This design comes from an exercise in tuning for small area on the open sky130 flow, not from production work. Where RTL was checked, it was by simulation tests only, not by an equivalence proof against the original. Function not checked in run 1: the RTL went through the layout flow alone. Power is estimated from default activity; no workload was simulated.

### flow/run.sh
#!/bin/bash
# synth_recipe.tcl (not shown) runs the flow's synth.tcl, then flattens the netlist and writes it again
# the make line also repeats each setting of config.mk as NAME=value (left out here)
make -C /OpenROAD-flow-scripts/flow DESIGN_CONFIG=/design/flow/config.mk WORK_HOME=/design/flow/orfs CLKGATE_MAP_FILE= SYNTH_SCRIPT=/design/flow/synth_recipe.tcl finish
### flow/config.mk
export PLATFORM = sky130hd
export DESIGN_NAME = AddRawFN
export DESIGN_NICKNAME = AddRawFN
export VERILOG_FILES = /design/flow/design.v
export SDC_FILE = /design/flow/constraint.sdc
export NUM_CORES = 4
export LEC_CHECK = 0
export ABC_AREA = 1
export CAP_MARGIN = 20
export CORE_MARGIN = 2
export CORE_UTILIZATION = 40
export SLEW_MARGIN = 20
### flow/constraint.sdc
create_clock -name core_clock -period 4.0 [get_ports {clock}]
set_input_delay 0.8000 -clock core_clock [delete_from_list [all_inputs] [get_ports {clock}]]
set_output_delay 0.8000 -clock core_clock [all_outputs]
set_load 0.01 [all_outputs]
### flow/design.v
module AddRawFN(
  input         clock,
  input         reset,
  input         io_a_isNaN,
  input         io_a_isInf,
  input         io_a_isZero,
  input  [8:0]  io_a_exp,
  input  [22:0] io_a_sig,
  input         io_b_isNaN,
  input         io_b_isInf,
  input         io_b_isZero,
  input  [8:0]  io_b_exp,
  input  [22:0] io_b_sig,
  output        io_invalidExc,
  output        io_rawOut_isNaN,
  output        io_rawOut_isInf,
  output        io_rawOut_isZero,
  output [8:0]  io_rawOut_exp,
  output [22:0] io_rawOut_sig
);
  wire sNaN_a = io_a_isNaN & ~io_a_isInf & ~io_a_isZero & (&io_a_exp[7:0]) & ~io_a_sig[22] & (|io_a_sig[21:0]);
  wire sNaN_b = io_b_isNaN & ~io_b_isInf & ~io_b_isZero & (&io_b_exp[7:0]) & ~io_b_sig[22] & (|io_b_sig[21:0]);
  wire [3:0] flags = {sNaN_a | sNaN_b | (io_a_isInf & io_b_isZero) | (io_a_isZero & io_b_isInf),
                      io_a_isNaN | io_b_isNaN, io_a_isInf | io_b_isInf, io_a_isZero | io_b_isZero};
  wire [9:0] d = {1'b0, io_a_exp} - {1'b0, io_b_exp};
  wire swap = d[9];
  wire [8:0] nd = ~d[8:0];
  wire far = swap ? (nd >= 9'd24) : (d[8:0] >= 9'd25);
  wire [4:0] m = d[4:0] ^ {5{swap}};
  wire sel_a = swap & ~far;
  wire sel_b = ~swap & ~far;
  wire [24:0] xa = {2'b01, io_a_sig};
  wire [24:0] xb = {1'b1, io_b_sig, 1'b0};
  wire [24:0] X = ({25{sel_a}} & xa) | ({25{sel_b}} & xb);
  wire [8:0] E = swap ? io_b_exp : io_a_exp;
  wire [22:0] L = swap ? io_b_sig : io_a_sig;
  wire [47:0] W = {X, 23'h0} >> m;
  wire [23:0] A = {1'b1, L};
  wire [23:0] B = W[47:24];
  wire Tg = W[23];
  wire Tst = |W[22:1];
  wire [23:0] s1;
  wire [24:0] cc;
  wire [7:0] c1;
  genvar i;
  generate for (i = 0; i < 24; i = i + 1) begin : rip
    wire ci = (i == 0 || i == 3 || i == 6 || i == 9 || i == 12 || i == 15 || i == 18 || i == 21) ? 1'b0 : cc[i];
    assign s1[i] = A[i] ^ B[i] ^ ci;
    assign cc[i+1] = (A[i] & B[i]) | (ci & (A[i] ^ B[i]));
  end endgenerate
  assign c1[0] = cc[3];
  assign c1[1] = cc[6];
  assign c1[2] = cc[9];
  assign c1[3] = cc[12];
  assign c1[4] = cc[15];
  assign c1[5] = cc[18];
  assign c1[6] = cc[21];
  assign c1[7] = cc[24];
  reg [23:0] q_s;
  reg [7:0] q_c;
  reg        q_g, q_st;
  reg [8:0]  q_e;
  reg [3:0]  q_f;
  always @(posedge clock) begin
    q_s <= s1;
    q_c <= c1;
    q_g <= Tg;
    q_st <= Tst;
    q_e <= E;
    q_f <= flags;
  end
  wire bp0 = &q_s[2:0];
  wire bp1 = &q_s[5:3];
  wire bp2 = &q_s[8:6];
  wire bp3 = &q_s[11:9];
  wire bp4 = &q_s[14:12];
  wire bp5 = &q_s[17:15];
  wire bp6 = &q_s[20:18];
  wire bp7 = &q_s[23:21];
  wire gp1 = 1'b0, pp1 = 1'b1;
  wire gp2 = q_c[1] | (bp1 & gp1);
  wire pp2 = bp1 & pp1;
  wire gp3 = q_c[2] | (bp2 & gp2);
  wire pp3 = bp2 & pp2;
  wire gp4 = q_c[3] | (bp3 & gp3);
  wire pp4 = bp3 & pp3;
  wire gp5 = q_c[4] | (bp4 & gp4);
  wire pp5 = bp4 & pp4;
  wire gp6 = q_c[5] | (bp5 & gp5);
  wire pp6 = bp5 & pp5;
  wire gp7 = q_c[6] | (bp6 & gp6);
  wire pp7 = bp6 & pp6;
  wire gp8 = q_c[7] | (bp7 & gp7);
  wire pp8 = bp7 & pp7;
  wire up0 = q_g & (q_st | q_s[0]);
  wire up1 = q_s[0] & (q_g | q_st | q_s[1]);
  wire ovf = gp8 | (pp8 & q_c[0]);
  wire rnz = ovf ? up1 : up0;
  wire [2:0] r0 = ovf ? {up1, 1'b0} : {1'b0, up0};
  wire co0 = q_c[0] | (bp0 & rnz);
  wire [23:0] V;
  assign V[2:0] = q_s[2:0] + r0;
  wire ci1 = gp1 | (pp1 & co0);
  assign V[5:3] = q_s[5:3] + {2'd0, ci1};
  wire ci2 = gp2 | (pp2 & co0);
  assign V[8:6] = q_s[8:6] + {2'd0, ci2};
  wire ci3 = gp3 | (pp3 & co0);
  assign V[11:9] = q_s[11:9] + {2'd0, ci3};
  wire ci4 = gp4 | (pp4 & co0);
  assign V[14:12] = q_s[14:12] + {2'd0, ci4};
  wire ci5 = gp5 | (pp5 & co0);
  assign V[17:15] = q_s[17:15] + {2'd0, ci5};
  wire ci6 = gp6 | (pp6 & co0);
  assign V[20:18] = q_s[20:18] + {2'd0, ci6};
  wire ci7 = gp7 | (pp7 & co0);
  assign V[23:21] = q_s[23:21] + {2'd0, ci7};
  wire V24 = gp8 | (pp8 & co0);
  wire [22:0] F = V24 ? V[23:1] : V[22:0];
  wire [8:0] Eo = q_e + {8'h0, V24};
  reg [35:0] p2, p3, p4, p5, p6;
  always @(posedge clock) begin
    p2 <= {q_f, Eo, F};
    p3 <= p2;
    p4 <= p3;
    p5 <= p4;
    p6 <= p5;
  end
  assign {io_invalidExc, io_rawOut_isNaN, io_rawOut_isInf, io_rawOut_isZero, io_rawOut_exp, io_rawOut_sig} = p6;
endmodule
==> results of run 1 <==
Yosys cell counts (all sizes together) (5+ instances only):
library cell	n
nand4	56
nor4	10
fa	17
xor2	16
o21bai	5
inv	88
o21ai	49
clkbuf	19
dfxtp	227
ha	35
nand2	241
buf	23
nor2	42
a21oi	10
nand3	179
mux2i	8
xnor2	5
where the power goes:
part	total (mW)	switching, mW	internal, mW
clock	1.87	0.780	1.09
combinational	3.39	1.80	1.59
sequential	3.34	0.222	3.12
total	8.59	2.80	5.79
area by class of cell:
class,count,share of cell area (%)
multi-input cells,697,35.5
flip-flops and latches,227,33.3
repair buffers,297,21.2
clock buffers,19,3.48
inverters,89,2.63
well taps,285,2.61
clock inverters,15,1.30
what timing repair did:
action	CTS	global route
pin swaps	39	60
hold buffers	0	0
buffers inserted	39	16
gates resized for setup	155	124
setup endpoints to repair	15	17
cloned	8	3
worst max-delay path, delay by kind of cell:
family	cells	cell delay, ns
AOI/OAI and AO/OA	1	0.13
adders and majority gates	4	1.24
buffers and inverters	6	0.77
and+or+nand+nor	14	1.56
sequential cells by signal, indices dropped and copies added, names as in the netlist:
| name | cells |
|---|---|
| q_c | 8 |
| q_f | 4 |
| q_s | 24 |
| q_e | 9 |
| p4 | 36 |
| q_st | 1 |
| p2 | 36 |
| p3 | 36 |
| p6 | 36 |
| p5 | 36 |
| q_g | 1 |
logic make-up (layout without fill, tap and decap cells):
family | Yosys count | count (layout) | share of synthesized area (%)
XOR/XNOR | 21 | 21 | 2.49
adder cells (fa/ha/maj) | 52 | 52 | 8.60
AO/OA/AOI/OAI | 74 | 74 | 4.52
buffers and inverters | 131 | 420 | 5.85
multiplexers | 8 | 8 | 0.885
AND/OR/NAND/NOR | 542 | 542 | 27.4
flip-flops | 227 | 227 | 50.2
worst min path at each step:
stage / start / endpoint / slack (ns) / cells after the start
after floorplan: q_f[0] / p2[32] / 0.31 / 0
after global placement: p3[14] / p4[14] / 0.31 / 0
after detailed placement: p2[14] / p3[14] / 0.31 / 0
after CTS: p2[15] / p3[15] / 0.32 / 0
after global routing: p2[15] / p3[15] / 0.32 / 0
final: p2[15] / p3[15] / 0.32 / 0
metrics by stage:
stage / std cells / total power [mW] / hold WS [ns] / setup slack [ns]
after floorplan: 1055 / 4.86 / 0.310 / -0.0114
after global placement: 1529 / 6.09 / 0.310 / -0.904
after detailed placement: 1529 / 6.11 / 0.312 / -0.887
after CTS: 1610 / 8.43 / 0.317 / 0.0183
after global routing: 1629 / 9.14 / 0.323 / -0.264
final: 1629 / 8.59 / 0.319 / -0.130
metal layers:
metal	GRT usage (%)	vias to the layer above	routed length [um]
met5	0	-	0
met4	11.9	0	1710
met2	38.4	353	12900
li1	-	4084	-
met1	27.1	3894	11100
met3	3.39	111	1700
==> impl_metrics.tcl, run 1 <==
set metrics [dict create \
    outcome "failed layout checks" \
    so.violations "negative setup slack" \
    hpwlAfterDp_um 19100 \
    multi_input_comb_area_mm2 0.00484 \
    final.min_clock_period_ns 4.13 \
    leakage_nw 6.31 \
    crit_fanout 6 \
    detailed_route_wire_length_per_cell_um 16.8 \
    detail_route.vias_per_cell 5.18 \
    finalWorstSetupSlack_ns -0.130 \
    worstSetupStartpoint "io_a_exp[2]" \
    dr_total_vias 8442 \
    globalRouteTotalUtil_pct 22.3 \
    cts_made_buffers 19 \
    nets 1455 \
    grt_max_degree 27 \
    ant_nets 0 \
    mappedNetlistArea_mm2 0.00904 \
    first_iter_violations 537 \
    crit_required_ns 4.38 \
    via_count_of_the_first_global_routing_pass 8342 \
    synth.yosys.warnings 1 \
    synth.avg_cell_area_um2 8.57 \
    place.gp.congestion 0.990 \
    synthesis.nets 1179 \
    cts_sinks 227 \
    core_region_area_mm2 0.0224 \
    critical_path_class "input port to register" \
    synth.top_cell.area_share_pct 50.2 \
    finalSetupViolCount 4 \
    hold_class "register to register" \
    grt_antenna_before_repair 0 \
    critPathLaunchType "input port" \
    rsz0062_at_grt "true" \
    ys_types 39 \
    clkTransAtPathRegs_ns 0.07 \
    setup.worst_path.end "q_s[8]" \
    yosysSeqAreaShare_pct 50.2 \
    insertion_delay_ns 0.48 \
    mostFrequentLayoutCell "dfxtp_1" \
    timing.reg2reg.setup_slack_ns 0.75 \
    io_pins 108 \
    timing_hold_violations_final 0 \
    ys_top_cells_by_area "dfxtp_1, nand2_1, nand3_1" \
    detail_route.wirelength_um 27400 \
    die-width_um 154 \
    timing.rr.start "q_s[6]" \
    synth-async-reset-ratio_pct 0 \
    portBuffers 106 \
    final_cell_mix "dfxtp_1, nand2_1, buf_4" \
    syn2layout_area_growth_pct 50.9 \
    power.density_mw_per_mm2 630 \
    fillers 1851 \
    final.period_utilization_pct 103 \
    drc_errors 0 \
    synth.largest_area_cell "dfxtp_1" \
    die_area_mm2 0.0238 \
    cts_tree "built" \
    worst_r2r_endpoint "p2[31]" \
    finish.instance_area_mm2 0.0137 \
    grt_pass1_wl_um 42600 \
    cell_depth_of_the_worst_flop_to_flop_path 20 \
    dpl_cell_area_mm2 0.0114 \
    slew_headroom_pct 46.0 \
    proportion_of_layout_cells_with_a_drive_suffix_above_1_pct 32.1 \
    die_h_um 154 \
    critical_path.slowest_cell "fa_1" \
    tightest_slew_ns 0.799 \
    fin_skew_ns 0.0136 \
    finalCoreUtilization_pct 60.9 \
    cts-htree-levels 1 \
    postSynthCellCount 1055 \
    effective_utilization_at_floorplan_pct 40.3 \
    setup-tns-final_ns -0.232 \
    layout.area.seq_mm2 0.00454 \
    max_cap_viol_count 0 \
    n_antenna_cell 0 \
    synth.ff_latch_count 227 \
    clock-root-buffer "clkbuf_16" \
    path_common_cell "nand2_2" \
    cts.path.max_buffers 3 \
    number_of_enable_flip_flop_cells_after_synthesis 0 \
    grt.overflow.total 0 \
    max-vdd-ir-drop_mv 0.311 \
    max_frequency_mhz 242 \
    largest_incremental_delay_on_the_critical_path_ns 0.53 \
    worst-endpoint-arrival_ns 4.51 \
    synth_ff_type "dfxtp_1" \
    report.final.slew_viol_count 0 \
    setup.worst_path.end_class "register" \
    placement_rows 55 \
    first_pass_iters 7 \
]
==> inputs of run 2 (changes only) <==
--- a/flow/design.v
+++ b/flow/design.v
@@ -41,23 +41,27 @@
   wire Tst = |W[22:1];
   wire [23:0] s1;
   wire [24:0] cc;
-  wire [7:0] c1;
+  wire [11:0] c1;
   genvar i;
   generate for (i = 0; i < 24; i = i + 1) begin : rip
-    wire ci = (i == 0 || i == 3 || i == 6 || i == 9 || i == 12 || i == 15 || i == 18 || i == 21) ? 1'b0 : cc[i];
+    wire ci = (i == 0 || i == 2 || i == 4 || i == 6 || i == 8 || i == 10 || i == 12 || i == 14 || i == 16 || i == 18 || i == 20 || i == 22) ? 1'b0 : cc[i];
     assign s1[i] = A[i] ^ B[i] ^ ci;
     assign cc[i+1] = (A[i] & B[i]) | (ci & (A[i] ^ B[i]));
   end endgenerate
-  assign c1[0] = cc[3];
-  assign c1[1] = cc[6];
-  assign c1[2] = cc[9];
-  assign c1[3] = cc[12];
-  assign c1[4] = cc[15];
-  assign c1[5] = cc[18];
-  assign c1[6] = cc[21];
-  assign c1[7] = cc[24];
+  assign c1[0] = cc[2];
+  assign c1[1] = cc[4];
+  assign c1[2] = cc[6];
+  assign c1[3] = cc[8];
+  assign c1[4] = cc[10];
+  assign c1[5] = cc[12];
+  assign c1[6] = cc[14];
+  assign c1[7] = cc[16];
+  assign c1[8] = cc[18];
+  assign c1[9] = cc[20];
+  assign c1[10] = cc[22];
+  assign c1[11] = cc[24];
   reg [23:0] q_s;
-  reg [7:0] q_c;
+  reg [11:0] q_c;
   reg        q_g, q_st;
   reg [8:0]  q_e;
   reg [3:0]  q_f;
@@ -69,14 +73,18 @@
     q_e <= E;
     q_f <= flags;
   end
-  wire bp0 = &q_s[2:0];
-  wire bp1 = &q_s[5:3];
-  wire bp2 = &q_s[8:6];
-  wire bp3 = &q_s[11:9];
-  wire bp4 = &q_s[14:12];
-  wire bp5 = &q_s[17:15];
-  wire bp6 = &q_s[20:18];
-  wire bp7 = &q_s[23:21];
+  wire bp0 = &q_s[1:0];
+  wire bp1 = &q_s[3:2];
+  wire bp2 = &q_s[5:4];
+  wire bp3 = &q_s[7:6];
+  wire bp4 = &q_s[9:8];
+  wire bp5 = &q_s[11:10];
+  wire bp6 = &q_s[13:12];
+  wire bp7 = &q_s[15:14];
+  wire bp8 = &q_s[17:16];
+  wire bp9 = &q_s[19:18];
+  wire bp10 = &q_s[21:20];
+  wire bp11 = &q_s[23:22];
   wire gp1 = 1'b0, pp1 = 1'b1;
   wire gp2 = q_c[1] | (bp1 & gp1);
   wire pp2 = bp1 & pp1;
@@ -92,29 +100,45 @@
   wire pp7 = bp6 & pp6;
   wire gp8 = q_c[7] | (bp7 & gp7);
   wire pp8 = bp7 & pp7;
+  wire gp9 = q_c[8] | (bp8 & gp8);
+  wire pp9 = bp8 & pp8;
+  wire gp10 = q_c[9] | (bp9 & gp9);
+  wire pp10 = bp9 & pp9;
+  wire gp11 = q_c[10] | (bp10 & gp10);
+  wire pp11 = bp10 & pp10;
+  wire gp12 = q_c[11] | (bp11 & gp11);
+  wire pp12 = bp11 & pp11;
   wire up0 = q_g & (q_st | q_s[0]);
   wire up1 = q_s[0] & (q_g | q_st | q_s[1]);
-  wire ovf = gp8 | (pp8 & q_c[0]);
+  wire ovf = gp12 | (pp12 & q_c[0]);
   wire rnz = ovf ? up1 : up0;
-  wire [2:0] r0 = ovf ? {up1, 1'b0} : {1'b0, up0};
+  wire [1:0] r0 = ovf ? {up1, 1'b0} : {1'b0, up0};
   wire co0 = q_c[0] | (bp0 & rnz);
   wire [23:0] V;
-  assign V[2:0] = q_s[2:0] + r0;
+  assign V[1:0] = q_s[1:0] + r0;
   wire ci1 = gp1 | (pp1 & co0);
-  assign V[5:3] = q_s[5:3] + {2'd0, ci1};
+  assign V[3:2] = q_s[3:2] + {1'd0, ci1};
   wire ci2 = gp2 | (pp2 & co0);
-  assign V[8:6] = q_s[8:6] + {2'd0, ci2};
+  assign V[5:4] = q_s[5:4] + {1'd0, ci2};
   wire ci3 = gp3 | (pp3 & co0);
-  assign V[11:9] = q_s[11:9] + {2'd0, ci3};
+  assign V[7:6] = q_s[7:6] + {1'd0, ci3};
   wire ci4 = gp4 | (pp4 & co0);
-  assign V[14:12] = q_s[14:12] + {2'd0, ci4};
+  assign V[9:8] = q_s[9:8] + {1'd0, ci4};
   wire ci5 = gp5 | (pp5 & co0);
-  assign V[17:15] = q_s[17:15] + {2'd0, ci5};
+  assign V[11:10] = q_s[11:10] + {1'd0, ci5};
   wire ci6 = gp6 | (pp6 & co0);
-  assign V[20:18] = q_s[20:18] + {2'd0, ci6};
+  assign V[13:12] = q_s[13:12] + {1'd0, ci6};
   wire ci7 = gp7 | (pp7 & co0);
-  assign V[23:21] = q_s[23:21] + {2'd0, ci7};
-  wire V24 = gp8 | (pp8 & co0);
+  assign V[15:14] = q_s[15:14] + {1'd0, ci7};
+  wire ci8 = gp8 | (pp8 & co0);
+  assign V[17:16] = q_s[17:16] + {1'd0, ci8};
+  wire ci9 = gp9 | (pp9 & co0);
+  assign V[19:18] = q_s[19:18] + {1'd0, ci9};
+  wire ci10 = gp10 | (pp10 & co0);
+  assign V[21:20] = q_s[21:20] + {1'd0, ci10};
+  wire ci11 = gp11 | (pp11 & co0);
+  assign V[23:22] = q_s[23:22] + {1'd0, ci11};
+  wire V24 = gp12 | (pp12 & co0);
   wire [22:0] F = V24 ? V[23:1] : V[22:0];
   wire [8:0] Eo = q_e + {8'h0, V24};
   reg [35:0] p2, p3, p4, p5, p6;
==> impl_metrics.tcl, run 2 <==
set metrics [dict create \
    outcome "finished clean" \
    drc_errors 0 \
    cts_tree "built" \
    insertion_delay_ns 0.47 \
    final.period_utilization_pct 95.5 \
    first_pass_iters 6 \
    detail_route.vias_per_cell 4.76 \
    detail_route.wirelength_um 22800 \
    worstSetupStartpoint "io_b_exp[8]" \
    io_pins 108 \
    nets 1411 \
    finalSetupViolCount 0 \
    die_h_um 157 \
    ant_nets 0 \
    critPathLaunchType "input port" \
    power.density_mw_per_mm2 642 \
    holdBufCountCts 0 \
    dr_total_vias 7680 \
    cts-htree-levels 1 \
    n_antenna_cell 0 \
    grt_max_degree 26 \
    hold_class "register to register" \
    ys_types 49 \
    synth.yosys.warnings 1 \
    worst_r2r_endpoint "p2[31]" \
    worst-endpoint-arrival_ns 4.19 \
    setup.worst_path.end_class "register" \
    leakage_nw 5.88 \
    proportion_of_layout_cells_with_a_drive_suffix_above_1_pct 21.7 \
    dpl_cell_area_mm2 0.0114 \
    place.gp.congestion 0.896 \
    via_count_of_the_first_global_routing_pass 7505 \
    mappedNetlistArea_mm2 0.00933 \
    portBuffers 106 \
    core_region_area_mm2 0.0228 \
    critical_path.slowest_cell "fa_1" \
    finish.instance_area_mm2 0.0127 \
    detailed_route_wire_length_per_cell_um 14.1 \
    fin_skew_ns 0.00807 \
    hold_path_startpoint "p5[17]" \
    final_cell_mix "nand2_1, dfxtp_1, nand3_1" \
    power_mw 8.18 \
    synth.largest_area_cell "dfxtp_1" \
    grt_pass1_wl_um 37000 \
    synth-async-reset-ratio_pct 0 \
    timing_hold_violations_final 0 \
    crit_required_ns 4.36 \
    critical_path_class "input port to register" \
    placement_rows 55 \
    synth.top_cell.area_share_pct 49.6 \
    path_common_cell "inv_1" \
    crit_chain "clkdlybuf4s50_1, inv_1, ha_1, inv_2, o21bai_1, a31oi_2, nand3_4, buf_4, xor2_4, inv_1, buf_4, nand3_1, nand3_2, nand2_2, nand2_1, nand2_1, o21ai_1, ha_2, inv_1, fa_1, inv_1" \
    synth.ff_latch_count 231 \
    globalRouteTotalUtil_pct 18.9 \
    timing.rr.start "q_s[3]" \
    fillers 2055 \
    number_of_enable_flip_flop_cells_after_synthesis 0 \
    tightest_slew_ns 0.372 \
    grt_antenna_before_repair 0 \
    postSynthCellCount 1101 \
    max_cap_viol_count 0 \
    synthesis.nets 1221 \
    timing.reg2reg.setup_slack_ns 0.45 \
    clkTransAtPathRegs_ns 0.07 \
    yosysMostFrequentCell "nand2_1" \
    grt.overflow.total 0 \
    yosysSeqAreaShare_pct 49.6 \
    max-vdd-ir-drop_mv 0.357 \
    die-width_um 157 \
    max_frequency_mhz 262 \
    largest_incremental_delay_on_the_critical_path_ns 0.47 \
    final.min_clock_period_ns 3.82 \
    cts.path.max_buffers 3 \
    ys_top_cells_by_area "dfxtp_1, nand2_1, nand3_1" \
    effective_utilization_at_floorplan_pct 41.0 \
    finalWorstSetupSlack_ns 0.179 \
    clock-root-buffer "clkbuf_16" \
    synth.avg_cell_area_um2 8.47 \
    syn2layout_area_growth_pct 36.5 \
    cell_depth_of_the_worst_flop_to_flop_path 24 \
    die_area_mm2 0.0246 \
    crit_fanout 8 \
    hpwlAfterDp_um 17800 \
    synth_top_cells_by_count "nand2_1, dfxtp_1, nand3_1" \
    pre_cts_slack_ns -0.609 \
    cts_sinks 231 \
    slew_headroom_pct 74.9 \
    cts_made_buffers 18 \
    first_iter_violations 373 \
    synth_ff_type "dfxtp_1" \
    hold-worst-slack_ns 0.321 \
    mostFrequentLayoutCell "nand2_1" \
    report.final.slew_viol_count 0 \
    setup.worst_path.end "q_s[5]" \
]
run 2: changes by cell type after synthesis, moves of 5 or more:
cell	previous run	this run
nand2_1	241	292
nand4_1	56	12
nand3_1	179	218
o21ai_0	36	24
nand3_2	0	11
xor2_1	12	19
fa_1	17	12
o21bai_1	5	10
run 2: how the worst min path moves through the flow:
stage	endpoint	slack (ns)	depth (start not counted)
5_1_grt	p5[24]	0.33	0
4_1_cts	p4[23]	0.32	0
2_1_floorplan	p2[32]	0.31	0
3_5_place_dp	p3[10]	0.31	0
6_report	p6[17]	0.32	0
3_3_place_gp	p6[8]	0.31	0
run 2: layout make-up:
class	instances	area, um^2	share of cell area [%]
sequential	231	4620	36.3
clock inverter	6	133	1.04
inverter	86	325	2.56
timing repair buffer	212	2040	16.0
multi-input combinational	742	4710	37.0
clock buffer	25	508	3.99
tap	313	392	3.08
run 2: timing repair:
item	CTS	global route
pin swaps	5	25
cloned	1	1
setup buffers	2	4
endpoints found under the setup margin	10	25
resized for setup	33	117
run 2: cell families after synthesis:
logic type | Yosys count | share of synthesized area [%]
AOI/OAI and AO/OA | 61 | 3.86
buffers and inverters | 128 | 5.97
xor gates and xnor gates | 26 | 3.13
muxes | 4 | 0.429
adders and majority gates | 48 | 7.40
DFF | 231 | 49.6
and+or+nand+nor | 603 | 29.6
run 2: where the power goes:
part	switching, mW	internal (mW)
logic	1.62	1.33
clock network	0.713	1.15
registers	0.222	3.15
total	2.55	5.62
run 2: through the flow:
step / setup TNS (ns) / utilization, % / std cells
3_5_place_dp: -12.68 / 49.9 / 1576
3_3_place_gp: -11.93 / 49.9 / 1576
4_1_cts: -0.00500 / 53.5 / 1610
6_report: 0 / 55.9 / 1615
2_1_floorplan: 0 / - / 1101
5_1_grt: -0.00938 / 55.9 / 1615
run 2: worst max-delay path, delay by kind of cell:
family	cells	cell delay (ns)
buffers and inverters	8	1.20
adders and majority gates	3	0.96
and+or+nand+nor	6	0.64
AOI/OAI and AO/OA	3	0.43
xor gates and xnor gates	1	0.16
run 2: metal layers:
layer,GRT usage (%),part of all wire (%)
met5,0,0
met4,6.25,2.1
met3,1.66,4.5
met2,32.4,47
met1,25.2,46
==> inputs of run 3 (changes only) <==
--- a/flow/config.mk
+++ b/flow/config.mk
@@ -8,5 +8,6 @@
 export ABC_AREA = 1
 export CAP_MARGIN = 20
 export CORE_MARGIN = 2
-export CORE_UTILIZATION = 40
+export CORE_UTILIZATION = 60
+export GPL_TIMING_DRIVEN = 0
 export SLEW_MARGIN = 20
==> impl_metrics.tcl, run 3 <==
set metrics [dict create \
    ys_top_cells_by_area "dfxtp_1, nand2_1, nand3_1" \
    finalSetupViolCount 12 \
    p_clk_share_pct 21.3 \
    final_cell_mix "nand2_1, dfxtp_1, nand3_1" \
    critical_path_class "register to register" \
    hold-worst-slack_ns 0.330 \
    yosysMostFrequentCell "nand2_1" \
    synth.avg_cell_area_um2 8.47 \
    drc_errors 0 \
    synth_top_cells_by_count "nand2_1, dfxtp_1, nand3_1" \
    finalNonFillerCells 1472 \
    worst-endpoint-arrival_ns 4.58 \
    detail_route.wirelength_um 36200 \
    postSynthCellCount 1101 \
    detail_route.vias_per_cell 6.39 \
    portBuffers 106 \
    cts_sinks 231 \
    netSwitchingPower_mw 3.42 \
    pwr-share-comb_pct 38.4 \
    cts_tree "built" \
    hold_class "register to register" \
    cts-htree-levels 1 \
    finish.instance_area_mm2 0.0125 \
    rsz0062_at_grt "true" \
    die_area_mm2 0.0166 \
    crit_fanout 10 \
    so.violations "negative setup slack" \
    nets 1390 \
    post-place-cells 1395 \
    via_count_of_the_first_global_routing_pass 8794 \
    placement_rows 45 \
    ant_nets 0 \
    effective_utilization_at_floorplan_pct 61.4 \
    report.final.slew_viol_count 0 \
    timing_hold_violations_final 0 \
    die_h_um 129 \
    max-vdd-ir-drop_mv 0.426 \
    finalWorstSetupSlack_ns -0.202 \
    switching_share_pct 38.8 \
    crit_required_ns 4.38 \
    clkTransAtPathRegs_ns 0.08 \
    setup.worst_path.end_class "register" \
    ys_types 49 \
    first_pass_iters 6 \
    outcome "failed layout checks" \
    first_iter_violations 1345 \
    synth.largest_area_cell "dfxtp_1" \
    synth.yosys.warnings 1 \
    synthesis.nets 1221 \
    grt_max_degree 19 \
    core_region_area_mm2 0.0152 \
    max_frequency_mhz 238 \
    globalRouteTotalUtil_pct 38.2 \
    fin_skew_ns 0.0180 \
    synth_ff_type "dfxtp_1" \
    dr_total_vias 9408 \
    yosysSeqAreaShare_pct 49.6 \
    io_pins 108 \
    syn2layout_area_growth_pct 34.1 \
    grt.overflow.total 0 \
    power.density_mw_per_mm2 705 \
    leakage_nw 5.86 \
    clock-root-buffer "clkbuf_16" \
    slew_headroom_pct 50.5 \
    synth.ff_latch_count 231 \
    cts.path.max_buffers 3 \
    final.min_clock_period_ns 4.20 \
    proportion_of_layout_cells_with_a_drive_suffix_above_1_pct 22.7 \
    power_mw 8.82 \
    tightest_slew_ns 0.743 \
    dpl_cell_area_mm2 0.0106 \
    grt_pass1_wl_um 48300 \
    number_of_enable_flip_flop_cells_after_synthesis 0 \
    die-width_um 129 \
    critPathLaunchType "register" \
    mostFrequentLayoutCell "nand2_1" \
    mappedNetlistArea_mm2 0.00933 \
    synth.top_cell.area_share_pct 49.6 \
    final.period_utilization_pct 105 \
    internal-power_mw 5.40 \
    place.gp.congestion 0.975 \
    max_cap_viol_count 0 \
    setup-tns-final_ns -1.40 \
    synth-async-reset-ratio_pct 0 \
    seq_power_share_pct 40.4 \
    insertion_delay_ns 0.51 \
    cts_made_buffers 19 \
    hpwlAfterDp_um 20200 \
    grt_antenna_before_repair 1 \
    detailed_route_wire_length_per_cell_um 24.6 \
]
==> run 3: cell counts after synthesis <==
No cell type changed its count.
==> run 3: final timing paths <==
check / slack (ns) / cells past startpoint / to / startpoint
setup reg to reg: -0.20 / 24 / p2[27] / q_s[2]
hold reg to reg: 0.33 / 0 / p6[14] / p5[14]
setup / recovery: -0.20 / 24 / p2[27] / q_s[2]
hold / removal: 0.33 / 0 / p6[14] / p5[14]
==> run 3: cells by family (layout without fill, tap and decap cells) <==
| group | after synthesis | in the layout | synth area share [%] |
|---|---|---|---|
| compound gates | 61 | 61 | 3.86 |
| xor+xnor | 26 | 26 | 3.13 |
| fa+ha+maj | 48 | 48 | 7.40 |
| buf+inv | 128 | 310 | 5.97 |
| flops | 231 | 231 | 49.6 |
| mux | 4 | 4 | 0.429 |
| other cells | 0 | 1 | 0 |
| simple gates | 603 | 603 | 29.6 |
==> run 3: power groups by stage <==
stage	sequential (mW)	clock, mW	combinational (mW)
2_1_floorplan	3.44	0	1.55
4_1_cts	3.47	1.82	2.88
3_3_place_gp	3.39	0	2.44
5_1_grt	3.59	1.94	3.54
3_5_place_dp	3.46	0	2.55
6_report	3.56	1.87	3.38
==> run 3: final cells by class <==
class                   count  area, um^2
well taps                 188         235
diodes                      1        2.50
flip-flops and latches    231        4630
fillers                   833        2690
multi-input cells         742        4950
plain buffers              42         288
clock inverters            10        93.8
repair buffers            148        1470
inverters                  86         333
clock buffers              24         514
==> run 3: routing by layer <==
layer / track usage [%] / routed length [um] / vias up
li1: - / - / 3965
met1: 44.1 / 12200 / 4303
met2: 66.6 / 16800 / 844
met3: 6.40 / 4010 / 296
met4: 22.5 / 3260 / 0
met5: 0 / 0 / -
==> run 3: per-stage QoR <==
stage	util, %	setup slack (ns)
2_1_floorplan	-	0.151
3_3_place_gp	69.9	-0.998
3_5_place_dp	69.9	-1.04
4_1_cts	77.7	0.00304
5_1_grt	82.3	-0.475
6_report	82.3	-0.202
==> run 3: critical path, stage by stage, from the launching register on <==
cell      delay [ns]
dfxtp_2         0.37
nand4_1         0.15
nor2_2          0.19
nand2_1         0.14
nor2_2          0.18
nand2_2         0.15
nor2_2          0.16
nand2_1         0.12
nor2_1          0.15
inv_1           0.08
nor2_1          0.11
inv_1           0.11
nor2_4          0.18
nand2_1         0.12
nand3_2         0.12
o21bai_1        0.09
nand2_2         0.16
nand2_4         0.13
nand2_4         0.12
buf_8           0.16
ha_4            0.16
ha_2            0.22
nand2_1         0.11
nor2_1          0.23
xor2_1          0.33
==> run 3: what timing repair did <==
item	CTS	global route
endpoints found under the setup margin	24	42
cloned	2	2
hold endpoints to repair	0	0
setup buffers	16	23
hold buffers	0	0
resized for setup	101	142
pin swaps	23	53
==> inputs of run 4 (changes only) <==
==> flow/flow/run.sh (new file) <==
#!/bin/bash
# Standard ORFS layout, but with plain buf_1 cells as the port buffers instead of the
# delay cells buffer_ports would otherwise pick. Full make output goes to standard.log.
set -euo pipefail
bash standard.sh "BUFFER_PORTS_ARGS=-buffer_cell sky130_fd_sc_hd__buf_1" finish > standard.log 2>&1
==> flow/standard.sh (new file) <==
#!/bin/bash
# synth_recipe.tcl (not shown) runs the flow's synth.tcl, then flattens the netlist and writes it again
# the make line also repeats each setting of config.mk as NAME=value (left out here)
make -C /OpenROAD-flow-scripts/flow DESIGN_CONFIG=/design/flow/config.mk WORK_HOME=/design/flow/orfs CLKGATE_MAP_FILE= SYNTH_SCRIPT=/design/flow/synth_recipe.tcl "${@:-finish}"
--- a/flow/config.mk
+++ b/flow/config.mk
@@ -8,6 +8,6 @@
 export ABC_AREA = 1
 export CAP_MARGIN = 20
 export CORE_MARGIN = 2
-export CORE_UTILIZATION = 60
-export GPL_TIMING_DRIVEN = 0
+export CORE_UTILIZATION = 40
+export CTS_BUF_LIST = sky130_fd_sc_hd__clkbuf_4
 export SLEW_MARGIN = 20
removed: flow/run.sh
==> impl_metrics.tcl, run 4 <==
set metrics [dict create \
    outcome "finished clean" \
    max-vdd-ir-drop_mv 0.251 \
    pre_cts_slack_ns -0.274 \
    clkTransAtPathRegs_ns 0.07 \
    io_pins 108 \
    detail_route.vias_per_cell 4.71 \
    timing.reg2reg.setup_slack_ns 0.56 \
    core_region_area_mm2 0.0228 \
    fin_skew_ns 0.0212 \
    yosysSeqAreaShare_pct 49.6 \
    synth-async-reset-ratio_pct 0 \
    synth.top_cell.area_share_pct 49.6 \
    max_cap_viol_count 0 \
    holdBufCountCts 0 \
    grt_pass1_wl_um 35600 \
    grt_antenna_before_repair 2 \
    syn2layout_area_growth_pct 20.0 \
    grt_max_degree 30 \
    cts.path.max_buffers 3 \
    die_h_um 157 \
    grt.overflow.total 0 \
    leakage_nw 5.31 \
    insertion_delay_ns 0.57 \
    die_area_mm2 0.0246 \
    nets 1416 \
    slew_headroom_pct 60.3 \
    setup.worst_path.end "q_s[1]" \
    worst_r2r_endpoint "p2[31]" \
    first_iter_violations 474 \
    layout.area.seq_mm2 0.00462 \
    critical_path_class "input port to register" \
    first_pass_iters 5 \
    place.gp.congestion 0.909 \
    fillers 2278 \
    ys_types 49 \
    ys_top_cells_by_area "dfxtp_1, nand2_1, nand3_1" \
    cts_made_buffers 46 \
    detail_route.wirelength_um 21500 \
    crit_required_ns 4.47 \
    multi_input_comb_area_mm2 0.00415 \
    worstSetupStartpoint "io_a_exp[0]" \
    finalSetupViolCount 0 \
    postSynthCellCount 1101 \
    crit_fanout 15 \
    globalRouteTotalUtil_pct 18.0 \
    worst-endpoint-arrival_ns 4.16 \
    power_mw 7.35 \
    hold_class "register to register" \
    placement_rows 55 \
    cts_tree "built" \
    timing.rr.start "q_s[3]" \
    finalCoreUtilization_pct 49.2 \
    synth.largest_area_cell "dfxtp_1" \
    yosysMostFrequentCell "nand2_1" \
    number_of_enable_flip_flop_cells_after_synthesis 0 \
    effective_utilization_at_floorplan_pct 41.0 \
    ant_nets 0 \
    timing_hold_violations_final 0 \
    final_cell_mix "nand2_1, dfxtp_1, nand3_1" \
    synth_ff_type "dfxtp_1" \
    report.final.slew_viol_count 0 \
    power.density_mw_per_mm2 656 \
    synthesis.nets 1221 \
    cell_depth_of_the_worst_flop_to_flop_path 24 \
    die-width_um 157 \
    synth_top_cells_by_count "nand2_1, dfxtp_1, nand3_1" \
    setup.worst_path.end_class "register" \
    max_frequency_mhz 271 \
    final.period_utilization_pct 92.3 \
    cts-htree-levels 2 \
    rsz0062_at_grt "false" \
    cts_sinks 231 \
    tightest_slew_ns 0.580 \
    finalWorstSetupSlack_ns 0.307 \
    synth.avg_cell_area_um2 8.47 \
    portBuffers 106 \
    hpwlAfterDp_um 17100 \
    via_count_of_the_first_global_routing_pass 7424 \
    detailed_route_wire_length_per_cell_um 13.1 \
    synth.ff_latch_count 231 \
    proportion_of_layout_cells_with_a_drive_suffix_above_1_pct 14.3 \
    final.min_clock_period_ns 3.69 \
    synth.yosys.warnings 1 \
    critPathLaunchType "input port" \
    mostFrequentLayoutCell "nand2_1" \
    clock-root-buffer "clkbuf_4" \
    dr_total_vias 7726 \
    drc_errors 0 \
    mappedNetlistArea_mm2 0.00933 \
]
==> run 4: cell counts after synthesis <==
No cell type changed its count.
==> run 4: stage by stage <==
stage / hold WS, ns / area [um^2] / std cells / setup TNS [ns]
after floorplan: 0.310 / 9330 / 1101 / 0
after global placement: 0.310 / 10600 / 1561 / -2.09
after detailed placement: 0.312 / 10600 / 1561 / -2.64
after CTS: 0.307 / 11200 / 1640 / 0
after global routing: 0.307 / 11200 / 1641 / 0
final: 0.324 / 11200 / 1642 / 0
==> run 4: logic make-up after synthesis <==
group,after synthesis,share of synthesized area [%]
adder cells (fa/ha/maj),48,7.40
XOR/XNOR,26,3.13
AND/OR/NAND/NOR,603,29.6
multiplexers,4,0.429
flip-flops,231,49.6
AO/OA/AOI/OAI,61,3.86
buffers and inverters,128,5.97
==> run 4: how the worst min path moves through the flow <==
stage,from,end,slack (ns),depth (start not counted)
after detailed placement,p2[16],p3[16],0.31,0
after global placement,p2[25],p3[25],0.31,0
final,p2[3],p3[3],0.32,0
after CTS,p2[2],p3[2],0.31,0
after floorplan,q_f[0],p2[32],0.31,0
after global routing,p2[2],p3[2],0.31,0
==> run 4: report_power, final <==
part           total, mW  switching [mW]  internal, mW
clock network       1.53           0.730         0.797
logic               2.45            1.48         0.974
registers           3.36           0.219          3.14
==> run 4: final cells by class <==
type | instances | share of cell area (%)
diodes | 2 | 0.0447
clock buffers | 70 | 4.69
clock inverters | 9 | 0.346
inverters | 86 | 2.91
multi-input cells | 742 | 37.1
flip-flops and latches | 231 | 41.3
well taps | 313 | 3.50
repair buffers | 189 | 10.1
==> run 4: layer usage <==
| metal | share of wire, % | track usage (%) | wire length, um | vias to the layer above |
|---|---|---|---|---|
| met3 | 4.6 | 2.19 | 999 | 26 |
| li1 | - | - | - | 4041 |
| met1 | 47 | 24.2 | 10100 | 3459 |
| met2 | 46 | 30.1 | 9990 | 200 |
| met5 | 0 | 0 | 0 | - |
| met4 | 1.7 | 6.03 | 363 | 0 |
==> run 4: worst max-delay path, cell delays in order <==
cell     delay (ns)
buf_1          0.08
inv_1          0.08
ha_1           0.15
inv_1          0.06
fa_1           0.39
nand3_1        0.11
nand2_1        0.10
nand2_1        0.12
nand3_1        0.08
nand2_1        0.11
nand3_1        0.18
nor2_8         0.16
buf_12         0.16
nand3_2        0.08
nand3_1        0.11
nand3_1        0.13
nand3_1        0.12
nand2_1        0.09
nand2_1        0.07
nand2_1        0.10
o21ai_0        0.17
ha_1           0.16
inv_1          0.05
fa_1           0.47
inv_1          0.03
==> run 4: what timing repair did <==
item,4_1_cts,5_1_grt
resized for setup,0,1
setup endpoints to repair,0,1
buffers inserted,0,0
hold endpoints to repair,0,0
==> inputs of run 5 (changes only) <==
--- a/flow/config.mk
+++ b/flow/config.mk
@@ -9,5 +9,5 @@
 export CAP_MARGIN = 20
 export CORE_MARGIN = 2
 export CORE_UTILIZATION = 40
-export CTS_BUF_LIST = sky130_fd_sc_hd__clkbuf_4
+export CTS_BUF_LIST = sky130_fd_sc_hd__clkbuf_8
 export SLEW_MARGIN = 20
==> impl_metrics.tcl, run 5 <==
set metrics [dict create \
    mappedNetlistArea_mm2 0.00933 \
    dpl_cell_area_mm2 0.0106 \
    met1_wire_length_um 10200 \
    leakage_nw 5.29 \
    finalWorstSetupSlack_ns 0.226 \
    ys_top_cells_by_area "dfxtp_1, nand2_1, nand3_1" \
    finish.instance_area_mm2 0.0113 \
    cell_depth_of_the_worst_flop_to_flop_path 24 \
    max-vdd-ir-drop_mv 0.300 \
    detail_route.vias_per_cell 4.75 \
    synth.avg_cell_area_um2 8.47 \
    highest-signal-layer "met5" \
    timing_hold_violations_final 0 \
    max_frequency_mhz 265 \
    slew_headroom_pct 61.2 \
    dr_total_vias 7636 \
    synth-async-reset-ratio_pct 0 \
    holdBufCountCts 0 \
    hold_class "register to register" \
    outcome "finished clean" \
    worst-endpoint-arrival_ns 4.19 \
    critical_path_class "input port to register" \
    drc_errors 0 \
    finalSetupViolCount 0 \
    first_pass_iters 7 \
    hold-worst-slack_ns 0.322 \
    clkTransAtPathRegs_ns 0.06 \
    worstSetupStartpoint "io_a_exp[0]" \
    die-width_um 157 \
    power_mw 7.48 \
    min_path_cells 0 \
    core_region_area_mm2 0.0228 \
    synth.ff_latch_count 231 \
    synth.largest_area_cell "dfxtp_1" \
    place.gp.congestion 0.909 \
    grt.overflow.total 0 \
    tightest_slew_ns 0.565 \
    final.period_utilization_pct 94.4 \
    mostFrequentLayoutCell "nand2_1" \
    synth.yosys.warnings 1 \
    placement_rows 55 \
    via_count_of_the_first_global_routing_pass 7251 \
    portBuffers 106 \
    cts-htree-levels 1 \
    worst_r2r_endpoint "p2[31]" \
    met3_length_um 1060 \
    proportion_of_layout_cells_with_a_drive_suffix_above_1_pct 12.7 \
    clock-root-buffer "clkbuf_8" \
    synth_ff_type "dfxtp_1" \
    timing.reg2reg.setup_slack_ns 0.59 \
    insertion_delay_ns 0.52 \
    cts_made_buffers 29 \
    synthesis.nets 1221 \
    timing.rr.start "q_s[3]" \
    ys_types 49 \
    io_pins 108 \
    setup.worst_path.end "q_s[7]" \
    crit_fanout 13 \
    syn2layout_area_growth_pct 20.8 \
    cts_sinks 231 \
    grt_max_degree 30 \
    setup-tns-final_ns 0 \
    die_area_mm2 0.0246 \
    crit_required_ns 4.41 \
    critPathLaunchType "input port" \
    grt_antenna_before_repair 1 \
    route.met2.wl_um 9890 \
    detailed_route_wire_length_per_cell_um 13.3 \
    first_iter_violations 415 \
    final_cell_mix "nand2_1, dfxtp_1, nand3_1" \
    hpwlAfterDp_um 17100 \
    effective_utilization_at_floorplan_pct 41.0 \
    pre_cts_slack_ns -0.274 \
    cts_tree "built" \
    fin_skew_ns 0.0173 \
    grt_pass1_wl_um 35300 \
    detail_route.wirelength_um 21500 \
    yosysMostFrequentCell "nand2_1" \
    ant_nets 0 \
    report.final.slew_viol_count 0 \
    nets 1400 \
    postSynthCellCount 1101 \
    max_cap_viol_count 0 \
    power.density_mw_per_mm2 664 \
    yosysSeqAreaShare_pct 49.6 \
    setup.worst_path.end_class "register" \
    cts.path.max_buffers 3 \
    final.min_clock_period_ns 3.77 \
    synth_top_cells_by_count "nand2_1, dfxtp_1, nand3_1" \
    globalRouteTotalUtil_pct 17.7 \
    number_of_enable_flip_flop_cells_after_synthesis 0 \
    synth.top_cell.area_share_pct 49.6 \
    die_h_um 157 \
    n_antenna_cell 0 \
    cts_setup_buffers 0 \
]
-- run 5: cell count changes in the layout (fill, tap and decap cells not counted), moves of 3 or more --
| cell | previous run | this run |
|---|---|---|
| inv_1 | 79 | 82 |
| clkinv_1 | 9 | 3 |
| clkbuf_8 | 0 | 38 |
| clkbuf_4 | 70 | 0 |
-- run 5: per-layer routing --
| layer | GRT usage (%) | up-vias |
|---|---|---|
| met5 | 0 | - |
| met4 | 4.76 | 2 |
| met3 | 1.86 | 36 |
| met2 | 29.8 | 212 |
| met1 | 24.3 | 3417 |
| li1 | - | 3969 |
-- run 5: repair_timing --
item                                    CTS  global route
endpoints found under the setup margin    0             4
endpoints found under the hold margin     0             0
gates resized for setup                   0             5
-- run 5: cells by family after synthesis --
logic type      Yosys count  synth area share (%)
mux                       4                 0.429
flops                   231                  49.6
compound gates           61                  3.86
fa+ha+maj                48                  7.40
simple gates            603                  29.6
buf+inv                 128                  5.97
xor+xnor                 26                  3.13
-- run 5: cell type report --
type / count / area [um^2]
clock inverter: 9 / 73.8
multi-input combinational: 742 / 4170
fill: 2240 / 11500
inverter: 86 / 325
sequential: 231 / 4620
clock buffer: 38 / 523
timing repair buffer: 190 / 1160
tap: 313 / 392
-- run 5: how the worst min path moves through the flow --
stage	from	endpoint	slack (ns)
6_report	p3[29]	p4[29]	0.32
5_1_grt	p2[19]	p3[19]	0.32
4_1_cts	p2[20]	p3[20]	0.32
3_5_place_dp	p2[16]	p3[16]	0.31
3_3_place_gp	p2[25]	p3[25]	0.31
2_1_floorplan	q_f[0]	p2[32]	0.31
-- run 5: worst max-delay path, cell delays in order --
cell and delay [ns]:
buf_1 0.08, inv_1 0.08, ha_1 0.15, inv_1 0.06, fa_1 0.39, nand3_1 0.11, nand2_1 0.10, nand2_1 0.12
nand2_1 0.07, nand2_1 0.06, nand2_1 0.10, nand2_1 0.09, nor2_1 0.06, nor2_4 0.15, clkbuf_16 0.21, nand3_1 0.09
nand3_1 0.11, nand3_1 0.11, nand3_1 0.11, nand2_1 0.09, nand2_1 0.07, nand2_1 0.07, o21ai_0 0.16, ha_1 0.17
inv_1 0.05, fa_1 0.48, inv_1 0.04
-- run 5: power breakdown --
part,internal [mW],total [mW],switching [mW]
clock,0.909,1.64,0.731
sequential,3.15,3.37,0.219
combinational,0.984,2.47,1.49
-- run 5: metrics by stage --
step	util, %	instances
final	49.5	1609
after global routing	49.5	1609
after CTS	49.3	1608
after detailed placement	46.6	1561
after global placement	46.6	1561
after floorplan	-	1101
==> inputs of run 6 (changes only) <==
--- a/flow/config.mk
+++ b/flow/config.mk
@@ -9,5 +9,5 @@
 export CAP_MARGIN = 20
 export CORE_MARGIN = 2
 export CORE_UTILIZATION = 40
-export CTS_BUF_LIST = sky130_fd_sc_hd__clkbuf_8
+export GPL_TIMING_DRIVEN = 0
 export SLEW_MARGIN = 20
==> impl_metrics.tcl, run 6 <==
set metrics [dict create \
    netSwitchingPower_mw 2.57 \
    synth.avg_cell_area_um2 8.47 \
    grt.overflow.total 0 \
    clock-root-buffer "clkbuf_16" \
    cts-htree-levels 1 \
    die_area_mm2 0.0246 \
    ys_top_cells_by_area "dfxtp_1, nand2_1, nand3_1" \
    first_iter_violations 494 \
    hold_class "register to register" \
    fin_skew_ns 0.00461 \
    tightest_slew_ns 0.717 \
    detail_route.wirelength_um 24100 \
    synth.largest_area_cell "dfxtp_1" \
    via_count_of_the_first_global_routing_pass 7342 \
    largest_incremental_delay_on_the_critical_path_ns 0.47 \
    pre_cts_slack_ns -0.756 \
    placement_rows 55 \
    die_h_um 157 \
    max-vdd-ir-drop_mv 0.310 \
    hpwlAfterDp_um 19600 \
    power.density_mw_per_mm2 693 \
    rsz0062_at_grt "true" \
    effective_utilization_at_floorplan_pct 41.0 \
    syn2layout_area_growth_pct 19.2 \
    globalRouteTotalUtil_pct 19.9 \
    cell_depth_of_the_worst_flop_to_flop_path 25 \
    number_of_enable_flip_flop_cells_after_synthesis 0 \
    cts_tree "built" \
    max_cap_viol_count 0 \
    cp_top_family "adder cells" \
    min_path_cells 0 \
    insertion_delay_ns 0.48 \
    critPathLaunchType "input port" \
    slew_headroom_pct 52.2 \
    synth_ff_type "dfxtp_1" \
    cts_sinks 231 \
    mappedNetlistArea_mm2 0.00933 \
    yosysMostFrequentCell "nand2_1" \
    ys_types 49 \
    place.gp.congestion 0.966 \
    die-width_um 157 \
    hold-worst-slack_ns 0.324 \
    critical_path_class "input port to register" \
    synthesis.nets 1221 \
    proportion_of_layout_cells_with_a_drive_suffix_above_1_pct 12.0 \
    synth.yosys.warnings 1 \
    grt_pass1_wl_um 38200 \
    first_pass_iters 7 \
    cts.path.max_buffers 3 \
    grt_max_degree 18 \
    ant_nets 0 \
    timing_hold_violations_final 0 \
    final.min_clock_period_ns 3.86 \
    final_cell_mix "nand2_1, dfxtp_1, nand3_1" \
    io_pins 108 \
    switching_share_pct 33.4 \
    critical_path.slowest_cell "fa_1" \
    drc_errors 0 \
    detailed_route_wire_length_per_cell_um 15.4 \
    leakage_nw 5.14 \
    clkTransAtPathRegs_ns 0.06 \
    critical_path_cell_count 23 \
    synth_top_cells_by_count "nand2_1, dfxtp_1, nand3_1" \
    dpl_cell_area_mm2 0.0101 \
    power_mw 7.70 \
    seq_power_share_pct 43.7 \
    finalNonFillerCells 1564 \
    outcome "finished clean" \
    finish.instance_area_mm2 0.0111 \
    detail_route.vias_per_cell 4.90 \
    core_region_area_mm2 0.0228 \
    final.period_utilization_pct 96.6 \
    yosysSeqAreaShare_pct 49.6 \
    finalWorstSetupSlack_ns 0.136 \
    finalSetupViolCount 0 \
    p_clk_share_pct 24.7 \
    nets 1358 \
    dr_total_vias 7669 \
    cts_made_buffers 20 \
    critical_path_buf_inv_count 8 \
    crit_chain "buf_1, inv_1, ha_1, inv_2, o21bai_1, a31oi_2, nand3_4, buf_12, inv_4, nor2_8, clkbuf_16, nand3_2, nand3_1, nand3_1, nand3_1, nand2_1, o21ai_2, nand2_1, o21ai_2, ha_1, inv_1, fa_1, inv_1" \
    pwr-share-comb_pct 31.6 \
    grt_antenna_before_repair 0 \
    synth.top_cell.area_share_pct 49.6 \
    synth-async-reset-ratio_pct 0 \
    fillers 2243 \
    internal-power_mw 5.13 \
    mostFrequentLayoutCell "nand2_1" \
    postSynthCellCount 1101 \
    worst-endpoint-arrival_ns 4.24 \
    report.final.slew_viol_count 0 \
    synth.ff_latch_count 231 \
    crit_fanout 10 \
    n_antenna_cell 0 \
    crit_required_ns 4.38 \
    setup.worst_path.end_class "register" \
    portBuffers 106 \
    max_frequency_mhz 259 \
    post-place-cells 1520 \
]
[run 6: per-stage QoR]
step | utilization [%] | TNS [ns]
3_5_place_dp | 44.4 | -12.15
6_report | 48.8 | 0
2_1_floorplan | - | 0
3_3_place_gp | 44.4 | -11.69
5_1_grt | 48.8 | -0.158
4_1_cts | 47.6 | 0
[run 6: worst register-to-register path, cell delays in order (launching register included)]
cell      delay (ns)
dfxtp_1         0.40
nand4_1         0.16
nor2_2          0.13
nand2_1         0.08
nor2_1          0.14
nand2_1         0.10
nor2_2          0.13
nand2_1         0.08
nor2_1          0.09
inv_1           0.05
nor2_1          0.08
inv_1           0.08
nor2_4          0.12
nand2_1         0.06
nand3_1         0.13
o21bai_1        0.09
nand2_2         0.15
nand2_4         0.10
nand2_4         0.10
buf_4           0.18
ha_1            0.20
ha_1            0.19
nand2_1         0.11
nor3b_2         0.26
nand3_1         0.12
xnor2_1         0.14
[run 6: path summary, 6_finish.rpt]
| path | startpoint | end | slack (ns) |
|---|---|---|---|
| max | io_b_exp[6] | q_s[3] | 0.14 |
| max reg2reg | q_s[2] | p2[31] | 0.43 |
| min reg2reg | p3[3] | p4[3] | 0.32 |
| min | p3[3] | p4[3] | 0.32 |
[run 6: area by class of cell]
cell class                 count  area (um^2)  share of cell area (%)
tap                          313          392                    3.52
timing repair buffer         115          505                    4.55
sequential                   231         4620                    41.6
inverter                      86          325                    2.93
clock inverter                 8          106                   0.957
clock buffer                  27          568                    5.11
multi-input combinational    742         4330                    39.0
buffer                        42          265                    2.39
[run 6: what timing repair did]
item	4_1_cts	5_1_grt
endpoints found under the hold margin	0	0
hold buffers	0	0
buffers inserted	4	3
gates cloned	0	2
endpoints found under the setup margin	8	17
pin swaps	4	12
gates resized for setup	9	64
[run 6: power by group through the flow]
stage               combinational, mW  clock [mW]  sequential (mW)
floorplan                        1.55           0             3.44
global placement                 2.30           0             3.40
detailed placement               2.30           0             3.43
CTS                              2.33        1.96             3.38
global route                     2.75        2.06             3.46
finish                           2.43        1.90             3.37
[run 6: routing by layer]
metal	track usage [%]	routed length, um	up-vias
li1	-	-	3887
met1	26.5	11000	3494
met2	34.0	11200	246
met3	1.72	1260	42
met4	6.12	650	0
met5	0	0	-
[run 6: cell families (layout without fill, tap and decap cells)]
logic type	Yosys count	after routing	share of synthesized area, %
simple gates	603	603	29.6
fa+ha+maj	48	48	7.40
compound gates	61	61	3.86
mux	4	4	0.429
flops	231	231	49.6
xor+xnor	26	26	3.13
buf+inv	128	278	5.97
==> inputs of run 7 (changes only) <==
--- a/flow/config.mk
+++ b/flow/config.mk
@@ -9,5 +9,7 @@
 export CAP_MARGIN = 20
 export CORE_MARGIN = 2
 export CORE_UTILIZATION = 40
+export CTS_CLUSTER_DIAMETER = 100
+export CTS_CLUSTER_SIZE = 30
 export GPL_TIMING_DRIVEN = 0
 export SLEW_MARGIN = 20
==> impl_metrics.tcl, run 7 <==
set metrics [dict create \
    outcome "finished clean" \
    portBuffers 106 \
    n_antenna_cell 0 \
    detail_route.wirelength_um 24200 \
    clkTransAtPathRegs_ns 0.10 \
    postSynthCellCount 1101 \
    synth.avg_cell_area_um2 8.47 \
    via_count_of_the_first_global_routing_pass 7263 \
    timing.rr.start "q_s[2]" \
    critPathLaunchType "input port" \
    path_common_cell "nand2_1" \
    synth.top_cell.area_share_pct 49.6 \
    detailed_route_wire_length_per_cell_um 15.7 \
    timing.reg2reg.setup_slack_ns 0.47 \
    die_h_um 157 \
    timing_hold_violations_final 0 \
    crit_fanout 8 \
    finalCoreUtilization_pct 47.9 \
    cts_made_buffers 11 \
    synthesis.nets 1221 \
    die-width_um 157 \
    synth.largest_area_cell "dfxtp_1" \
    worst-endpoint-arrival_ns 4.23 \
    cts-htree-levels 1 \
    synth.yosys.warnings 1 \
    critical_path_buf_inv_count 5 \
    ys_top_cells_by_area "dfxtp_1, nand2_1, nand3_1" \
    synth.ff_latch_count 231 \
    place.gp.congestion 0.966 \
    hpwlAfterDp_um 19600 \
    globalRouteTotalUtil_pct 19.7 \
    hold_class "register to register" \
    worst_r2r_endpoint "p2[31]" \
    tightest_slew_ns 0.714 \
    cp_top_family "simple AND/OR/NAND/NOR gates" \
    clock-root-buffer "clkbuf_16" \
    max_frequency_mhz 258 \
    finalSetupViolCount 0 \
    slew_headroom_pct 52.4 \
    ys_types 49 \
    final.min_clock_period_ns 3.87 \
    critical_path_class "input port to register" \
    setup.worst_path.end_class "register" \
    fin_skew_ns 0.00759 \
    synth_top_cells_by_count "nand2_1, dfxtp_1, nand3_1" \
    critical_path_cell_count 24 \
    effective_utilization_at_floorplan_pct 41.0 \
    first_pass_iters 7 \
    largest_incremental_delay_on_the_critical_path_ns 0.53 \
    dr_total_vias 7571 \
    grt.overflow.total 0 \
    mostFrequentLayoutCell "nand2_1" \
    grt_max_degree 31 \
    first_iter_violations 422 \
    worstSetupStartpoint "io_a_exp[0]" \
    setup.worst_path.end "q_s[1]" \
    yosysSeqAreaShare_pct 49.6 \
    synth_ff_type "dfxtp_1" \
    proportion_of_layout_cells_with_a_drive_suffix_above_1_pct 12.9 \
    power.density_mw_per_mm2 640 \
    io_pins 108 \
    dpl_cell_area_mm2 0.0101 \
    core_region_area_mm2 0.0228 \
    report.final.slew_viol_count 0 \
    grt_pass1_wl_um 38000 \
    number_of_enable_flip_flop_cells_after_synthesis 0 \
    cts_tree "built" \
    cell_depth_of_the_worst_flop_to_flop_path 25 \
    drc_errors 0 \
    nets 1353 \
    ant_nets 0 \
    critical_path.slowest_cell "fa_1" \
    final.period_utilization_pct 96.8 \
    die_area_mm2 0.0246 \
    max-vdd-ir-drop_mv 0.334 \
    crit_required_ns 4.35 \
    max_cap_viol_count 0 \
    crit_chain "buf_1, inv_1, ha_2, inv_2, fa_2, nand3_2, nand2_2, nand2_2, nand2_1, nand2_1, nand2_2, nand2_1, nor2_1, nor2_4, buf_6, nand3_1, nand3_1, nand3_2, nand3_1, nand2_1, o21ai_2, o21ai_1, fa_1, inv_1" \
    syn2layout_area_growth_pct 17.0 \
    placement_rows 55 \
    leakage_nw 5.03 \
    mappedNetlistArea_mm2 0.00933 \
    min_path_cells 0 \
    holdBufCountCts 0 \
    yosysMostFrequentCell "nand2_1" \
    finish.instance_area_mm2 0.0109 \
    synth-async-reset-ratio_pct 0 \
    grt_antenna_before_repair 0 \
    insertion_delay_ns 0.44 \
    detail_route.vias_per_cell 4.90 \
    cts_sinks 231 \
    cts.path.max_buffers 3 \
    final_cell_mix "nand2_1, dfxtp_1, nand3_1" \
]
## run 7: cell counts after synthesis
No cell type changed its count.
## run 7: worst min-delay path by stage
| stage | end | slack (ns) | from |
|---|---|---|---|
| after floorplan | p2[32] | 0.31 | q_f[0] |
| after global placement | p5[8] | 0.31 | p4[8] |
| after detailed placement | p3[12] | 0.31 | p2[12] |
| after CTS | p5[26] | 0.33 | p4[26] |
| after global routing | p3[18] | 0.34 | p2[18] |
| final | p6[11] | 0.33 | p5[11] |
## run 7: routing by layer
| metal | share of wire [%] | GRT usage [%] | vias up |
|---|---|---|---|
| li1 | - | - | 3870 |
| met1 | 46 | 26.6 | 3429 |
| met2 | 47 | 33.9 | 227 |
| met3 | 4.7 | 1.47 | 45 |
| met4 | 2.5 | 5.46 | 0 |
| met5 | 0 | 0 | - |
## run 7: repair_timing
action,CTS,global route
gates cloned,0,3
endpoints found under the hold margin,0,0
gates resized for setup,12,89
setup buffers,4,6
pin swaps,4,18
setup endpoints to repair,12,16
## run 7: power breakdown
group          internal [mW]  switching (mW)  total [mW]  leakage (nW)
sequential              3.14           0.220        3.36          1.94
combinational          0.885            1.62        2.51          2.95
clock                  0.504           0.614        1.12         0.142
## run 7: area by class of cell
class / count / area (um^2)
Buffer: 42 / 272
Clock buffer: 11 / 275
Clock inverter: 1 / 11.3
Fill cell: 2248 / 11900
Inverter: 86 / 325
Multi-Input combinational cell: 742 / 4460
Sequential cell: 231 / 4620
Tap cell: 313 / 392
Timing Repair Buffer: 119 / 557
## run 7: cells by family (layout without fill, tap and decap cells)
group                    Yosys count  count (layout)  share of synthesized area (%)
AND/OR/NAND/NOR                  603             603                           29.6
flip-flops                       231             231                           49.6
buffers and inverters            128             259                           5.97
AO/OA/AOI/OAI                     61              61                           3.86
adder cells (fa/ha/maj)           48              48                           7.40
XOR/XNOR                          26              26                           3.13
multiplexers                       4               4                          0.429
## run 7: through the flow
stage          power, mW  hold WS (ns)  setup slack [ns]  TNS, ns  instances
3_5_place_dp        5.73         0.312            -0.756   -12.15       1520
6_report            6.99         0.333             0.127        0       1545
2_1_floorplan       4.98         0.310             0.151        0       1101
3_3_place_gp        5.70         0.310            -0.749   -11.69       1520
4_1_cts             6.89         0.332            0.0544        0       1536
5_1_grt             7.54         0.341           -0.0443   -0.126       1545
==> inputs of run 8 (changes only) <==
--- a/flow/config.mk
+++ b/flow/config.mk
@@ -9,7 +9,4 @@
 export CAP_MARGIN = 20
 export CORE_MARGIN = 2
 export CORE_UTILIZATION = 40
-export CTS_CLUSTER_DIAMETER = 100
-export CTS_CLUSTER_SIZE = 30
-export GPL_TIMING_DRIVEN = 0
 export SLEW_MARGIN = 20
==> impl_metrics.tcl, run 8 <==
set metrics [dict create \
    outcome "finished clean" \
    clkTransAtPathRegs_ns 0.06 \
    effective_utilization_at_floorplan_pct 41.0 \
    insertion_delay_ns 0.47 \
    grt.overflow.total 0 \
    proportion_of_layout_cells_with_a_drive_suffix_above_1_pct 12.7 \
    cell_depth_of_the_worst_flop_to_flop_path 24 \
    number_of_enable_flip_flop_cells_after_synthesis 0 \
    placement_rows 55 \
    drc_errors 0 \
    mappedNetlistArea_mm2 0.00933 \
    timing.reg2reg.setup_slack_ns 0.52 \
    n_antenna_cell 0 \
    cts.path.max_buffers 3 \
    cts_made_buffers 19 \
    die-width_um 157 \
    fin_skew_ns 0.00483 \
    slew_headroom_pct 61.7 \
    synth_top_cells_by_count "nand2_1, dfxtp_1, nand3_1" \
    grt_antenna_before_repair 1 \
    postSynthCellCount 1101 \
    clock-root-buffer "clkbuf_16" \
    worst_r2r_endpoint "p2[31]" \
    cts-htree-levels 1 \
    critical_path_class "input port to register" \
    grt_pass1_wl_um 35500 \
    ys_types 49 \
    detail_route.wirelength_um 21900 \
    detailed_route_wire_length_per_cell_um 13.7 \
    synth.ff_latch_count 231 \
    synth-async-reset-ratio_pct 0 \
    cts_sinks 231 \
    final.period_utilization_pct 96.0 \
    cts_tree "built" \
    report.final.slew_viol_count 0 \
    max-vdd-ir-drop_mv 0.347 \
    post-place-cells 1561 \
    max_frequency_mhz 260 \
    worstSetupStartpoint "io_a_exp[0]" \
    tightest_slew_ns 0.559 \
    syn2layout_area_growth_pct 22.1 \
    synth_ff_type "dfxtp_1" \
    synthesis.nets 1221 \
    finalSetupViolCount 0 \
    ys_top_cells_by_area "dfxtp_1, nand2_1, nand3_1" \
    critPathLaunchType "input port" \
    setup.worst_path.end "q_s[1]" \
    mostFrequentLayoutCell "nand2_1" \
    synth.top_cell.area_share_pct 49.6 \
    globalRouteTotalUtil_pct 17.9 \
    hold_class "register to register" \
    nets 1393 \
    worst-endpoint-arrival_ns 4.21 \
    final_cell_mix "nand2_1, dfxtp_1, nand3_1" \
    portBuffers 106 \
    grt_max_degree 30 \
    yosysMostFrequentCell "nand2_1" \
    die_h_um 157 \
    synth.yosys.warnings 1 \
    detail_route.vias_per_cell 4.76 \
    hpwlAfterDp_um 17100 \
    first_pass_iters 5 \
    max_cap_viol_count 0 \
    dr_total_vias 7601 \
    first_iter_violations 454 \
    via_count_of_the_first_global_routing_pass 7176 \
    yosysSeqAreaShare_pct 49.6 \
    io_pins 108 \
    synth.largest_area_cell "dfxtp_1" \
    setup-tns-final_ns 0 \
    setup.worst_path.end_class "register" \
    synth.avg_cell_area_um2 8.47 \
    core_region_area_mm2 0.0228 \
    crit_fanout 6 \
    leakage_nw 5.34 \
    power.density_mw_per_mm2 678 \
    timing_hold_violations_final 0 \
    final.min_clock_period_ns 3.84 \
    finalNonFillerCells 1598 \
    place.gp.congestion 0.909 \
    ant_nets 0 \
    die_area_mm2 0.0246 \
    crit_required_ns 4.37 \
    timing.rr.start "q_s[3]" \
]
==> run 8: cell counts after synthesis <==
No cell type changed its count.
==> run 8: logic make-up after synthesis <==
family / share of synthesized area [%]
AOI/OAI and AO/OA: 3.86
adders and majority gates: 7.40
DFF: 49.6
muxes: 0.429
xor gates and xnor gates: 3.13
buffers and inverters: 5.97
and+or+nand+nor: 29.6
==> run 8: repair_timing <==
action                     in CTS  in global routing
hold buffers                    0                  0
setup endpoints to repair       0                  7
setup buffers                   0                  1
gates resized for setup         0                 17
==> run 8: worst min path at each step <==
| stage | start | end | depth (start not counted) |
|---|---|---|---|
| after floorplan | q_f[0] | p2[32] | 0 |
| after global placement | p2[25] | p3[25] | 0 |
| after detailed placement | p2[16] | p3[16] | 0 |
| after CTS | p5[4] | p6[4] | 0 |
| after global routing | p4[29] | p5[29] | 0 |
| final | p4[4] | p5[4] | 0 |
==> run 8: cell type report <==
cell class,instances,area [um^2]
fill,2219,11400
sequential,231,4620
multi-input combinational,742,4200
timing repair buffer,193,1210
clock buffer,24,534
tap,313,392
inverter,86,325
clock inverter,9,105
==> run 8: layer usage <==
layer  part of all wire [%]  track usage (%)  up-vias
li1                       -                -     3949
met1                     46             24.8     3389
met2                     46             29.9      221
met3                    5.6             1.63       40
met4                    2.2             5.07        2
met5                  0.073                0        -
==> run 8: worst max-delay path, cell delays in order <==
cell	delay [ns]
buf_1	0.08
inv_1	0.08
ha_1	0.15
inv_1	0.06
fa_1	0.41
nand3_2	0.10
nand2_2	0.08
nand2_2	0.08
nand2_1	0.06
nand2_1	0.06
nand2_1	0.09
nand2_1	0.09
nor2_1	0.06
nor2_4	0.27
buf_6	0.20
buf_4	0.12
nand2_1	0.05
o21ai_0	0.19
buf_4	0.15
nand3_1	0.10
a21oi_1	0.16
inv_1	0.07
nand2_1	0.05
o21ai_0	0.11
fa_1	0.52
inv_1	0.03
==> run 8: stage by stage <==
step / total power, mW / area [um^2] / hold WS [ns] / worst slack, ns / utilization (%)
final: 7.72 / 11400 / 0.326 / 0.159 / 50.0
after global routing: 8.33 / 11400 / 0.329 / -0.0613 / 50.0
after CTS: 7.74 / 11300 / 0.326 / 0.232 / 49.4
after detailed placement: 5.88 / 10600 / 0.312 / -0.274 / 46.6
after global placement: 5.84 / 10600 / 0.310 / -0.239 / 46.6
after floorplan: 4.98 / 9330 / 0.310 / 0.151 / -
==> run 8: power by group <==
part	internal, mW	switching (mW)	total [mW]	leakage [nW]
Clock	1.08	0.753	1.84	0.322
Sequential	3.15	0.221	3.37	1.94
Combinational	1.00	1.51	2.51	3.08
Total	5.23	2.48	7.72	5.34

==> separate check: timing with driven ports <==
Ports are ideal in the flow. The routed layouts listed here were re-timed in OpenROAD. Step 1 assumes that a clkbuf_16 drives the clock port and a buf_2 every other input. Step 2 also shifts input and output timing later by t, the mid clock arrival at the registers, as if the neighbouring blocks saw the same clock. a / b / c = ideal / step 1 / step 2; a / b = the first two.
run | shift t [ns] | setup slack, ns
run 1 | 0.510 | -0.130 / -0.122 / -0.632
run 2 | 0.502 | 0.179 / 0.174 / -0.328
run 3 | 0.541 | -0.202 / -0.202 / -0.492
run 4 | 0.595 | 0.307 / 0.307 / -0.289
run 5 | 0.553 | 0.226 / 0.230 / -0.323
run 6 | 0.516 | 0.136 / 0.148 / -0.369
run 7 | 0.479 | 0.127 / 0.146 / -0.333
run 8 | 0.514 | 0.159 / 0.172 / -0.342
Met with ideal ports but missed after step 2: setup timing in 6 of these runs.
